This is an optimization exercise on Yosys and OpenROAD, whose aim is small area, a short achievable clock period and few clock cycles per item, not a production implementation. Where RTL was checked, it was by simulation tests only, not by an equivalence proof against the original.

// multiply
module multiply (clk, prod, fin, mcand, mplier, reset);
	input clk, reset;
	output [63:0] prod;
	output fin;
	input [31:0] mcand, mplier;
	reg first;		 
	reg [1:0] cnt;		 
	reg [32:0] S, C;	 
	reg [11:0] lx, ly;	 
	reg cin;		 
	reg [5:0] e1, e2, en;	 
	reg [23:0] sh;	 
	assign fin = (cnt == 3);
	wire [35:0] mpx = {4'd0, mplier};
	wire [12:0] nxt = first ? mpx[23:11] : sh[23:11];	 
	wire [32:0] a = S & {33{~first}} | {1'b1, 32'd0} & {33{first}};
	wire [32:0] b = C & {33{~first}};
	wire [33:0] m1 = {2'b00, mcand};
	wire [33:0] m2 = {1'b0, mcand, 1'b0};
	wire [2:0] f0 = {mplier[1], mplier[0], 1'b0};
	wire [2:0] q0 = nxt[2:0];
	wire s1_0 = e1[0] | first & (f0[1] ^ f0[0]);
	wire s2_0 = e2[0] | first & ((f0 == 3'b100) | (f0 == 3'b011));
	wire ng0 = en[0] | first & f0[2];
	wire [33:0] r0 = (({34{s1_0}} & m1) | ({34{s2_0}} & m2)) ^ {34{ng0}};
	wire [2:0] f1 = {mplier[3], mplier[2], mplier[1]};
	wire [2:0] q1 = nxt[4:2];
	wire s1_1 = e1[1] | first & (f1[1] ^ f1[0]);
	wire s2_1 = e2[1] | first & ((f1 == 3'b100) | (f1 == 3'b011));
	wire ng1 = en[1] | first & f1[2];
	wire [33:0] r1 = (({34{s1_1}} & m1) | ({34{s2_1}} & m2)) ^ {34{ng1}};
	wire [2:0] f2 = {mplier[5], mplier[4], mplier[3]};
	wire [2:0] q2 = nxt[6:4];
	wire s1_2 = e1[2] | first & (f2[1] ^ f2[0]);
	wire s2_2 = e2[2] | first & ((f2 == 3'b100) | (f2 == 3'b011));
	wire ng2 = en[2] | first & f2[2];
	wire [33:0] r2 = (({34{s1_2}} & m1) | ({34{s2_2}} & m2)) ^ {34{ng2}};
  ...
Size: roughly 1,400 cells after synthesis, about 130 flip-flops, about 130 I/O pins, roughly 0.015 mm^2 of cells after synthesis.
Settings: LEC_CHECK=0, CAP_MARGIN=20, CORE_MARGIN=2, CORE_UTILIZATION=40, SETUP_SLACK_MARGIN=0.5, SLEW_MARGIN=20, SYNTH_HIERARCHICAL=1, SYNTH_MINIMUM_KEEP_SIZE=0; clock period 4.5 ns.
standard.sh (not shown) runs the stock make flow with config.mk's settings and CLKGATE_MAP_FILE= SYNTH_SCRIPT=/design/flow/synth_recipe.tcl, a recipe that flattens the netlist after the stock synthesis.
==> flow/flow/run.sh <==
#!/bin/bash
# Standard layout, but with plain buffers on the ports instead of delay cells.
export BUFFER_PORTS_ARGS="-buffer_cell sky130_fd_sc_hd__buf_1"
bash standard.sh > standard.log 2>&1
Testbench counts at the start, summed over its fixed seeds: cycles 12,800, items 3,200.
Change:
==> flow/flow/run.sh (replaced) <==
#!/bin/bash
# Standard layout, but with plain buffers on the ports instead of delay cells.
export BUFFER_PORTS_ARGS="-buffer_cell sky130_fd_sc_hd__buf_2"
bash standard.sh > standard.log 2>&1
- SETUP_SLACK_MARGIN: 0.5 -> 0.8
Result: Wire length increases by 4.3%; fmax increases by 1.6%; area after synthesis stays the same; setup slack is better by 0.062 ns; cell area increases by 8.3%; count of clock-buffer cells in the layout does not change; sequential share of layout area decreases by 1.2 points; via count increases by 0.41%.

---

Another version of the RTL of multiply (not shown whole).
Size in the first run: about 1,400 cells after synthesis, about 130 flip-flops, roughly 130 I/O pins, about 0.014 sq mm of cells after synthesis.
clock: 4.5 ns
lec_check: 0
cap_margin: 20
core_margin: 2
core_utilization: 55
place_density: 0.75
setup_slack_margin: 0.5
slew_margin: 20
synth_hierarchical: 1
synth_minimum_keep_size: 0
==> flow/flow/run.sh <==
#!/bin/bash
# Standard layout, but with plain buffers on the ports instead of delay cells.
export BUFFER_PORTS_ARGS="-buffer_cell sky130_fd_sc_hd__buf_2"
bash standard.sh > standard.log 2>&1
The starting point passed the timing, design-rule and antenna checks.
==> next run, changes <==
- CORE_UTILIZATION: 55 -> 40
- PLACE_DENSITY: 0.75 -> unset
=> Final area rises by 0.60%. Cell count rises by 6.6%. Worst setup slack improves by 0.020 ns. Hold slack stays flat. Routed wire length rises by 1.1%. Global-route usage falls by 8.5 points.
Function was not checked in any run of this note: the RTL went through the layout flow alone.

---

== v36 ==
multiply, a different RTL version from the one above (not shown whole).
For scale: roughly 1300 cells after synthesis, ~130 flip-flops, ~130 I/O pins, roughly 0.014 mm^2 of cells after synthesis.
Settings: LEC_CHECK=0, CAP_MARGIN=20, CORE_MARGIN=2, CORE_UTILIZATION=40, GPL_ROUTABILITY_DRIVEN=0, SETUP_SLACK_MARGIN=0.5, SLEW_MARGIN=20, SYNTH_HIERARCHICAL=1, SYNTH_MINIMUM_KEEP_SIZE=0; clock period 4.5 ns.
Scripts as last shown in full above: flow/flow/run.sh
v36 completed; timing, DRC and antenna clean
Modified inputs, v29 compared to v36
Settings: CORE_UTILIZATION changed from 40 to 55; PLACE_DENSITY newly set to 0.75; GPL_ROUTABILITY_DRIVEN removed (was 0).
--- outcome ---
- Changes observed in v29 relative to v36: critical path depth rose 1, via count rose 436, overall routing resource usage rose 7.5 points, worst reg-to-reg path cell count fell 2, worst setup timing slack at the placement stage rose 9.6 ps.
- Higher data arrival time of the critical path among v29 and v36: v29
- Delta (v29 minus v36): initial core utilization went up; reg-to-reg setup timing slack rose 50 ps; first-pass GRT wire length lost about 3%.
- In the flow results for v29 and v36, the floorplan die area is larger on v36.
The inputs of v19 differ from those of v29 as listed below.
Settings: CORE_UTILIZATION changed from 55 to 40; PLACE_DENSITY removed (was 0.75).
Re count of clock-buffer cells in the layout: v19 is 2 up on v29.
v19 vs v29: first-pass GRT wire length up by a few percent
Compared with v29, v19 shows final area higher by 1.8%.
No run of this note included a check of the RTL's function; only the layout flow was run.

---

Setup of v51:
multiply, a different RTL version from the one above (not shown whole).
For scale: roughly 1400 cells after synthesis, roughly 130 flip-flops, ~130 I/O pins, ~0.015 sq mm of cells after synthesis.
// multiply
module multiply (clk, prod, fin, mcand, mplier, reset);
	input clk, reset;
	output [63:0] prod;
	output fin;
	input [31:0] mcand, mplier;
	reg first;		 
	reg [1:0] cnt;		 
	reg [32:0] S, C;	 
	reg [11:0] lx, ly;	 
	reg cin;		 
	reg [5:0] e1, e2;	 
	reg [23:0] sh;	 
	assign fin = (cnt == 3);
	wire [35:0] mpx = {4'd0, mplier};
	wire ld = first;	 
	wire [12:0] nxt = ld ? mpx[23:11] : sh[23:11];	 
	wire [32:0] a = S & {33{~ld}} | {1'b1, 32'd0} & {33{ld}};
	wire [32:0] b = C & {33{~ld}};
	wire [33:0] m1 = {2'b00, mcand};
	wire [33:0] m2 = {1'b0, mcand, 1'b0};
	wire [2:0] f0 = {mplier[1], mplier[0], 1'b0};
	wire [2:0] q0 = nxt[2:0];
	wire fs1_0, fs2_0;
	benc ue0 (f0, fs1_0, fs2_0);
	wire s1_0 = e1[0] | first & fs1_0;
	wire s2_0 = e2[0] | first & fs2_0;
	wire ng0 = first ? mplier[1] : sh[1];
	wire [33:0] r0 = (({34{s1_0}} & m1) | ({34{s2_0}} & m2)) ^ {34{ng0}};
	wire [2:0] f1 = {mplier[3], mplier[2], mplier[1]};
	wire [2:0] q1 = nxt[4:2];
	wire fs1_1, fs2_1;
	benc ue1 (f1, fs1_1, fs2_1);
	wire s1_1 = e1[1] | first & fs1_1;
	wire s2_1 = e2[1] | first & fs2_1;
	wire ng1 = first ? mplier[3] : sh[3];
	wire [33:0] r1 = (({34{s1_1}} & m1) | ({34{s2_1}} & m2)) ^ {34{ng1}};
	wire [2:0] f2 = {mplier[5], mplier[4], mplier[3]};
	wire [2:0] q2 = nxt[6:4];
	wire fs1_2, fs2_2;
	benc ue2 (f2, fs1_2, fs2_2);
	wire s1_2 = e1[2] | first & fs1_2;
	wire s2_2 = e2[2] | first & fs2_2;
  ...
Settings: LEC_CHECK=0, CAP_MARGIN=20, CORE_MARGIN=2, CORE_UTILIZATION=40, CTS_BUF_LIST=sky130_fd_sc_hd__clkbuf_8, SETUP_SLACK_MARGIN=0.65, SLEW_MARGIN=20, SYNTH_HIERARCHICAL=1, SYNTH_MINIMUM_KEEP_SIZE=0; clock period 4.5 ns.
Scripts as last shown in full above: flow/flow/run.sh
Testbench counts of v51, summed over its fixed seeds: cycles 12,800, items 3,200.
#### Input delta (v25 over v51)
- SETUP_SLACK_MARGIN now 0.8, was 0.65
- CTS_BUF_LIST no longer set, was sky130_fd_sc_hd__clkbuf_8
==> summary.txt <==
- For v25 and v51, there was not a single run that failed to finish clean.
- Delta (v25 minus v51): highest achievable clock rate has remained practically unchanged, final critical delay including setup and external delays went down.
- Cell area | v25 vs v51 | v25 larger
- Diff v51 -> v25: met3 wire length increased by 430 um relative to the old numbers.
- Compared with v51, in v25 non-clock buffer count rose 6, sequential share of layout area went down, cell area after placement moved up.
Here is what was changed in the inputs of v38 compared with v25.
- changing SETUP_SLACK_MARGIN from 0.8 to 0.5
### Flow results
Looking at cell type of the slowest stage on the worst timing path, the sky130_fd_sc_hd__inv_2 result is from v38; the sky130_fd_sc_hd__fa_2 one comes from v25.
For total wire length after detailed routing, dividing the value from v38 by the value from v25 gives 0.937.
Of v38 and v25, it is v38 that has the lower via density per instance.
| growth of design area from synthesis to finish | higher: v25 |
Of v25 and v38, v38 shows the lower slew of the pin with the lowest slew margin, with v25 above it.
Against v25, instance area after placement in v38 fell slightly.
v38 against v25: non-clock buffer count moved down.
[v38 vs v25] setup slack: lower in v38
v38 ends up with a first-pass GRT wire length that is 3.1% lower than in v25.
Modified inputs, v26 compared to v38
- an added PLACE_DENSITY of 0.75
- a change of SETUP_SLACK_MARGIN from 0.5 to 0.65
- a change of CORE_UTILIZATION from 40 to 55
[summary]
Timing, DRC, antenna: 0 failures across v38 and v26. Per the comparison of v26 with v38, register-to-register slack increased 0.06 ns, wire length decreased 5.2%, via count increased about 3%. Cmp v26 vs v38: total length of routed met3 wires higher in v26. Between v38 and v26, the difference in clock latency of the later-clocked register in the worst-skew pair is negligible. Critical-path cell with the highest stage delay = sky130_fd_sc_hd__inv_2: v38; critical-path cell with the highest stage delay = sky130_fd_sc_hd__dfxtp_1: v26. The run showing the smaller worst-case headroom to the max-slew limit is v38. On v26: clock skew is 0.0041 ns lower than what v38 gave. Hold slack in v26 is 0.0052 ns higher than in v38. Compared with v38, v26 shows a higher clock buffer instance count of the final layout.

---

Setup of the reference run:
Another version of the RTL of multiply (not shown whole).
Size in the first run: roughly 130 flip-flops, ~130 I/O pins, roughly 15000 sq um of cells after synthesis.
clock: 4.5 ns
lec_check: 0
cap_margin: 20
core_margin: 2
core_utilization: 40
setup_slack_margin: 0.5
slew_margin: 20
==> flow/flow/run.sh <==
#!/bin/bash
# Standard layout (the standard.sh, unchanged synthesis), but the ports get
# plain buf_2 buffers instead of the clkdlybuf4s50 delay cells that
# buffer_ports picks by default.  ORFS writes each step's log under orfs/logs.
export BUFFER_PORTS_ARGS="-buffer_cell sky130_fd_sc_hd__buf_2"
bash standard.sh > standard.log 2>&1
Testbench counts of the reference run, summed over its fixed seeds: cycles 12,800, items 3,200.
Setup changes, the reference run to the trial run
==> flow/flow/run.sh <==
#!/bin/bash
# Standard layout, but with plain buffers on the ports instead of delay cells.
export BUFFER_PORTS_ARGS="-buffer_cell sky130_fd_sc_hd__buf_2"
bash standard.sh > standard.log 2>&1
==> comparison <==
- On delay contributed by the slowest stage of the critical path, the reference run and the trial run are neck and neck.
- Per the comparison of the trial run with the reference run, routed wire length about even; number of logic inverters in the finished layout now sits at about the same level; wire length of the first global-routing pass saw little to no change.
- Re proportion of synthesized flip-flops having asynchronous set or reset: no difference whatsoever between the trial run and the reference run.

---

Setup of v6:
Another version of the RTL of multiply (not shown whole).
Size: about 920 cells after synthesis, ~130 I/O pins, ~9500 sq um of cells after synthesis.
Settings: LEC_CHECK=0, ABC_CLOCK_PERIOD_IN_PS=3000, CAP_MARGIN=20, CORE_MARGIN=2, CORE_UTILIZATION=40, SLEW_MARGIN=20; clock period 4.5 ns.
==> flow/flow/run.sh <==
#!/bin/bash
# Standard layout, but with plain buffers on the ports instead of delay cells.
export BUFFER_PORTS_ARGS="-buffer_cell sky130_fd_sc_hd__buf_2"
bash standard.sh > standard.log 2>&1
Testbench counts of v6, summed over its fixed seeds: cycles 22,400, items 3,200.
Setup changes, v6 to v7
- ABC_CLOCK_PERIOD_IN_PS removed (was 3000)
==> flow/run.sh (new file) <==
#!/bin/bash
# synth_recipe.tcl (not shown) runs the flow's synth.tcl, then flattens the netlist and writes it again
# the make line also repeats each setting of config.mk as NAME=value (left out here)
make -C /OpenROAD-flow-scripts/flow DESIGN_CONFIG=/design/flow/config.mk WORK_HOME=/design/flow/orfs CLKGATE_MAP_FILE= SYNTH_SCRIPT=/design/flow/synth_recipe.tcl finish
removed: flow/flow/run.sh
removed: flow/standard.sh
## What came out
- Each of the runs, namely v6 and v7, reached the end of the flow and came out clean.
- Against v6, final design instance area without fill in v7 rose by a few percent.
- The lower wire length of the first global-routing pass came out of v6.
- v7 ends up with lower final worst-path setup slack than v6 does.
- On global-route usage: v7 sits above v6.
- Fmax | v7 vs v6 | v7 slower
- In the flow results for v6 and v7, the amount of wire on met2 after detailed routing is smaller on v6.
- v7 ended up with C[4] as its launching element of the worst setup path; v6 ended up with lx[0].

## port drivers added, routing unchanged
The results above use ideal ports. As a check the final layouts listed here were re-extracted and re-timed, cells and wires unchanged. Step 1: set_driving_cell puts a clkbuf_16 on clk and a buf_2 on each other input, an assumption about the parent block. Step 2 moves the port delays by t, midway between the first and last clock arrival at a register: inputs arrive t later, outputs are due t later. That takes back most of the time a late clock gives input paths. Three values: ideal ports, drivers, drivers and shift; two values: the first two.
run	t (ns)	setup slack, ns	pins driven straight from the clock port
the first run of note 1	0.485	0.585 / 0.560 / 0.113	1
the second run of note 1	0.488	0.647 / 0.629 / 0.141	1
the first run of note 2	0.479	0.454 / 0.404 / 0.213	1
the second run of note 2	0.480	0.474 / 0.421 / 0.246	1
v36	0.494	0.552 / 0.498 / 0.121	1
v29	0.473	0.575 / 0.545 / 0.128	1
v19	0.494	0.552 / 0.498 / 0.121	1
v51	0.505	0.831 / 0.802 / 0.343	1
v25	0.477	0.841 / 0.822 / 0.364	1
v38	0.477	0.725 / 0.702 / 0.265	1
v26	0.467	0.793 / 0.743 / 0.348	1
the reference run	0.499	0.499 / 0.449 / 0.072	1
the trial run	0.499	0.499 / 0.449 / 0.072	1
v6	0.402	0.261 / 0.219 / 0.359	1
v7	0.413	0.106 / 0.059 / 0.088	1
After both steps setup and hold are still met in every run listed. The setup slack of the second run of note 1, which loses most, moves by -0.018 ns with the drivers and by -0.506 ns with both steps.
